Source: an optimization exercise on an open RTL-to-GDS flow (aim: small area, a short achievable clock period and few clock cycles). Production flows keep margins and buffers that such runs may drop. Power and IR drop assume default switching activity.

==> flow/design.v <==
`timescale 1ns / 1ps
module seq_core(
    input              rst,    
    input              clk,
    output reg [(10)-1:0] pc,
    input  [(16)-1:0] instruction,
    output             read,
    output             write,
    output [(10)-1:0] address,
    input  [(32)-1:0] data_in,
    output [(32)-1:0] data_out,
    output             halted
);
integer k;
reg [31:0] rf [0:7];
reg [7:0]  rvalid;
reg        e_valid;
reg        e_pred;             
reg [9:0]  e_pc1;              
reg [7:0]  e_ir;
reg [2:0]  e_cc;
reg [31:0] A, B;
reg [7:0]  e_wen;              
reg        e_halt, e_load, e_store, e_jmp, e_jmpr, e_jc, e_jrc;
reg        e_sub, e_shl, e_shr, e_ashr, e_arith, e_loadc;
reg [3:0]  e_lut;              
reg        h_r;
wire [31:0] sum = A + (B ^ {32{e_sub}}) + {31'd0, e_sub};
reg  [31:0] lres;
always @(*) for (k = 0; k < 32; k = k + 1) lres[k] = e_lut[{A[k], B[k]}];
reg  [31:0] sh_in;
always @(*) for (k = 0; k < 32; k = k + 1) sh_in[k] = e_shl ? A[31-k] : A[k];
wire        sh_fill = e_ashr & A[31];
wire [63:0] sh_ext  = {{32{sh_fill}}, sh_in};
wire [31:0] sh_r    = e_ir[5] ? {32{sh_fill}} : sh_ext[e_ir[4:0] +: 32];
reg  [31:0] sh_rev;
always @(*) for (k = 0; k < 32; k = k + 1) sh_rev[k] = sh_r[31-k];
wire [31:0] result = ({32{e_load}}  & data_in)
                   | ({32{e_loadc}} & {A[23:0], e_ir[7:0]})
                   | ({32{e_shr}}   & sh_r)
                   | ({32{e_shl}}   & sh_rev)
                   | lres
                   | ({32{e_arith}} & sum);
reg cond;
always @(*) begin
    case (e_cc)
        3'b000:  cond = A[31];
        3'b001:  cond = ~A[31];
        3'b010:  cond = (A == 32'd0);
        3'b011:  cond = (A != 32'd0);
        default: cond = 1'b0;
    endcase
end
wire       e_rel    = e_jmpr | e_jrc;
wire       taken    = e_jmp | e_jmpr | ((e_jc | e_jrc) & cond);
wire       redirect = e_valid & (taken ^ e_pred);
wire [9:0] e_pcrel  = e_pc1 + {4'd0, e_ir[5:0]} - 10'd1;
wire [9:0] r_tgt    = ~taken ? e_pc1 : e_rel ? e_pcrel : B[9:0];
wire       stop     = h_r | (e_valid & e_halt);
assign read     = e_valid & e_load;
assign write    = e_valid & e_store;
assign address  = A[9:0];
assign data_out = B;
assign halted   = stop;
wire [6:0] op      = instruction[15:9];
wire       i_load  = (op[6:2] == 5'b00111);
wire       i_loadc = (op[6:2] == 5'b01000);
wire       i_store = (op[6:2] == 5'b01001);
wire       i_alu   = (op >= 7'd1) && (op <= 7'd10);
wire       i_shift = (op >= 7'd11) && (op <= 7'd13);
wire       i_jmp   = (op[6:3] == 4'b0101);
wire       i_jc    = (op[6:3] == 4'b0111);
wire       i_shl   = (op == 7'd13);
wire       i_r86 = i_shift | (op[6:3] == 4'b0111) | (op[6:3] == 4'b1000);
wire [7:0] a1h   = ({8{i_load}}           & (8'd1 << instruction[2:0]))
                 | ({8{i_loadc | i_store}} & (8'd1 << instruction[10:8]))
                 | ({8{i_alu}}            & (8'd1 << instruction[5:3]))
                 | ({8{i_r86}}            & (8'd1 << instruction[8:6]));
wire [2:0] didx = (i_alu | i_shift) ? instruction[8:6] : instruction[10:8];
wire       we   = i_alu | i_shift | i_load | i_loadc;
wire [7:0] b1h  = 8'd1 << instruction[2:0];
wire       abyp = |(a1h & e_wen);
wire       bbyp = |(b1h & e_wen);
reg [31:0] ra, rb;
always @(*) begin
    ra = 32'd0;
    rb = 32'd0;
    for (k = 0; k < 8; k = k + 1) begin
        ra = ra | ({32{a1h[k] & rvalid[k]}} & rf[k]);
        rb = rb | ({32{b1h[k] & rvalid[k]}} & rf[k]);
    end
end
wire [31:0] a_in = abyp ? result : ra;
wire       f_pred = (i_jmp | (i_jc & instruction[9] & ~instruction[11])) & ~bbyp;
wire       go     = ~redirect & ~stop;
wire [9:0] pc_inc = pc + 10'd1;
always @(posedge clk) begin
    for (k = 0; k < 8; k = k + 1)
        if (e_wen[k]) rf[k] <= result;
end
always @(posedge clk) begin
    e_pc1   <= pc_inc;
    e_ir    <= instruction[7:0];
    e_cc    <= instruction[11:9];
    A       <= a_in;
    B       <= bbyp ? result : rb;
    e_pred  <= f_pred;
    e_halt  <= (op == 7'h7f);
    e_load  <= i_load;
    e_store <= i_store;
    e_jmp   <= i_jmp;
    e_jmpr  <= (op[6:3] == 4'b0110);
    e_jc    <= i_jc;
    e_jrc   <= (op[6:3] == 4'b1000);
    e_sub   <= (op == 7'd3) | (op == 7'd4);
    e_shl   <= i_shl;
    e_shr   <= (op == 7'd11) | (op == 7'd12);
    e_ashr  <= (op == 7'd12);
    e_arith <= (op >= 7'd1) && (op <= 7'd4);
    e_loadc <= i_loadc;
    case (op)
        7'd5:    e_lut <= 4'b1000;    
        7'd6:    e_lut <= 4'b1110;    
        7'd7:    e_lut <= 4'b0110;    
        7'd8:    e_lut <= 4'b0111;    
        7'd9:    e_lut <= 4'b0001;    
        7'd10:   e_lut <= 4'b1001;    
        default: e_lut <= 4'b0000;
    endcase
    if (1'b0 == rst) begin
        pc      <= 10'd0;
        rvalid  <= 8'd0;
        e_valid <= 1'b0;
        e_wen   <= 8'd0;
        h_r     <= 1'b0;
    end else begin
        rvalid  <= rvalid | e_wen;
        h_r     <= stop;
        e_valid <= go;
        e_wen   <= (go & we) ? (8'd1 << didx) : 8'd0;
        if (redirect)    pc <= r_tgt;
        else if (f_pred) pc <= rb[9:0];
        else             pc <= pc_inc;
    end
end
endmodule
export LEC_CHECK = 0
export CAP_MARGIN = 20
export CORE_MARGIN = 2
export CORE_UTILIZATION = 40
export PLACE_DENSITY = 0.6
export SETUP_SLACK_MARGIN = 5
export SLEW_MARGIN = 20
create_clock -name core_clock -period 8.5 [get_ports {clk}]
run.sh (not shown) runs the stock make flow with config.mk's settings and CLKGATE_MAP_FILE= SYNTH_SCRIPT=/design/flow/synth_recipe.tcl, a recipe that flattens the netlist after the stock synthesis.
Edit:
==> flow/flow/run.sh (new file) <==
#!/bin/bash
# The standard ORFS layout; the port buffers are plain buffers instead of
# the default delay-cell buffers, so I/O paths are not slowed by them.
set -euo pipefail
bash standard.sh 'BUFFER_PORTS_ARGS=-buffer_cell sky130_fd_sc_hd__buf_2' finish > standard.log 2>&1
==> flow/standard.sh (new file) <==
#!/bin/bash
# synth_recipe.tcl (not shown) runs the flow's synth.tcl, then flattens the netlist and writes it again
# the make line also repeats each setting of config.mk as NAME=value (left out here)
make -C /OpenROAD-flow-scripts/flow DESIGN_CONFIG=/design/flow/config.mk WORK_HOME=/design/flow/orfs CLKGATE_MAP_FILE= SYNTH_SCRIPT=/design/flow/synth_recipe.tcl "${@:-finish}"
Settings changed: CORE_UTILIZATION 40 to 60, PLACE_DENSITY 0.6 to 0.75.
removed: flow/run.sh
=> The new run produced a clean layout. Die area shrinks by 33%. Synthesized area does not change. Routed wire length shrinks by 2.1%. Worst setup slack loses 0.041 ns. Cell count fell by 7.8%. Non-clock buffer count is higher by 4.
Edit:
Settings changed: CORE_UTILIZATION 60 to 40, PLACE_DENSITY 0.75 to 0.6.
Effect: The changed run produced a clean layout; total power rose by about 1%; die area went up by about 50%; design area rose by about 0.45%; core utilization shrinks by 24 points; routed wire length came out higher by about 2.2%; global-route usage goes down by 15 points; worst setup slack gets better by 0.045 ns; sequential share of layout area fell by 0.16 points.
Edit:
==> flow/flow/run.sh (replaced) <==
#!/bin/bash
# The standard ORFS layout, with plain buffers on the ports instead of the
# default delay-cell buffers, and a clock tree of clkbuf_8 without dummy loads.
set -euo pipefail
bash standard.sh 'BUFFER_PORTS_ARGS=-buffer_cell sky130_fd_sc_hd__buf_2' \
  'CTS_ARGS=-sink_clustering_enable -repair_clock_nets -dont_use_dummy_load -buf_list sky130_fd_sc_hd__clkbuf_8' \
  finish > standard.log 2>&1
=> Non-clock buffer count came out lower by 19; wire length fell by 0.67%; total power went down by 11%; cell area goes down by 3.3%; final cell count went down by 0.87%.
Function was not checked in any run of this note: the RTL went through the layout flow alone.

## separate check: timing with driven ports
No port has a modelled driver above. Below, the same layouts with a new extraction and two added sets of constraints. Step 1 (the two cells are an assumption about what drives the block):
set clk [get_ports {clk}]
set_driving_cell -lib_cell sky130_fd_sc_hd__clkbuf_16 $clk
set_driving_cell -lib_cell sky130_fd_sc_hd__buf_2 [delete_from_list [all_inputs] $clk]
Step 2 adds t to the input delays and takes it off the output delays; t is the mean of the earliest and latest rising clock arrival at the registers after step 1. Input paths then give back, and output paths get back, about the clock's delay inside the block. Three values: ideal, step 1, step 2; two values: the first two.
| run | t, ns | setup slack, ns | worst slew at a driven data input, ns | cell pins on the clock port's net |
|---|---|---|---|---|
| the first run | 0.629 | 4.816 / 4.816 / 4.297 | 0.06 | 1 |
| the second run | 0.613 | 4.776 / 4.777 / 4.165 | 0.08 | 1 |
| the third run | 0.629 | 4.820 / 4.820 / 4.191 | 0.09 | 1 |
| the fourth run | 0.699 | 4.941 / 4.951 / 4.252 | 0.06 | 1 |
After both steps every run listed still meets setup and hold. The setup slack of the fourth run, which loses most, moves by +0.010 ns with the drivers and by -0.689 ns with both steps.
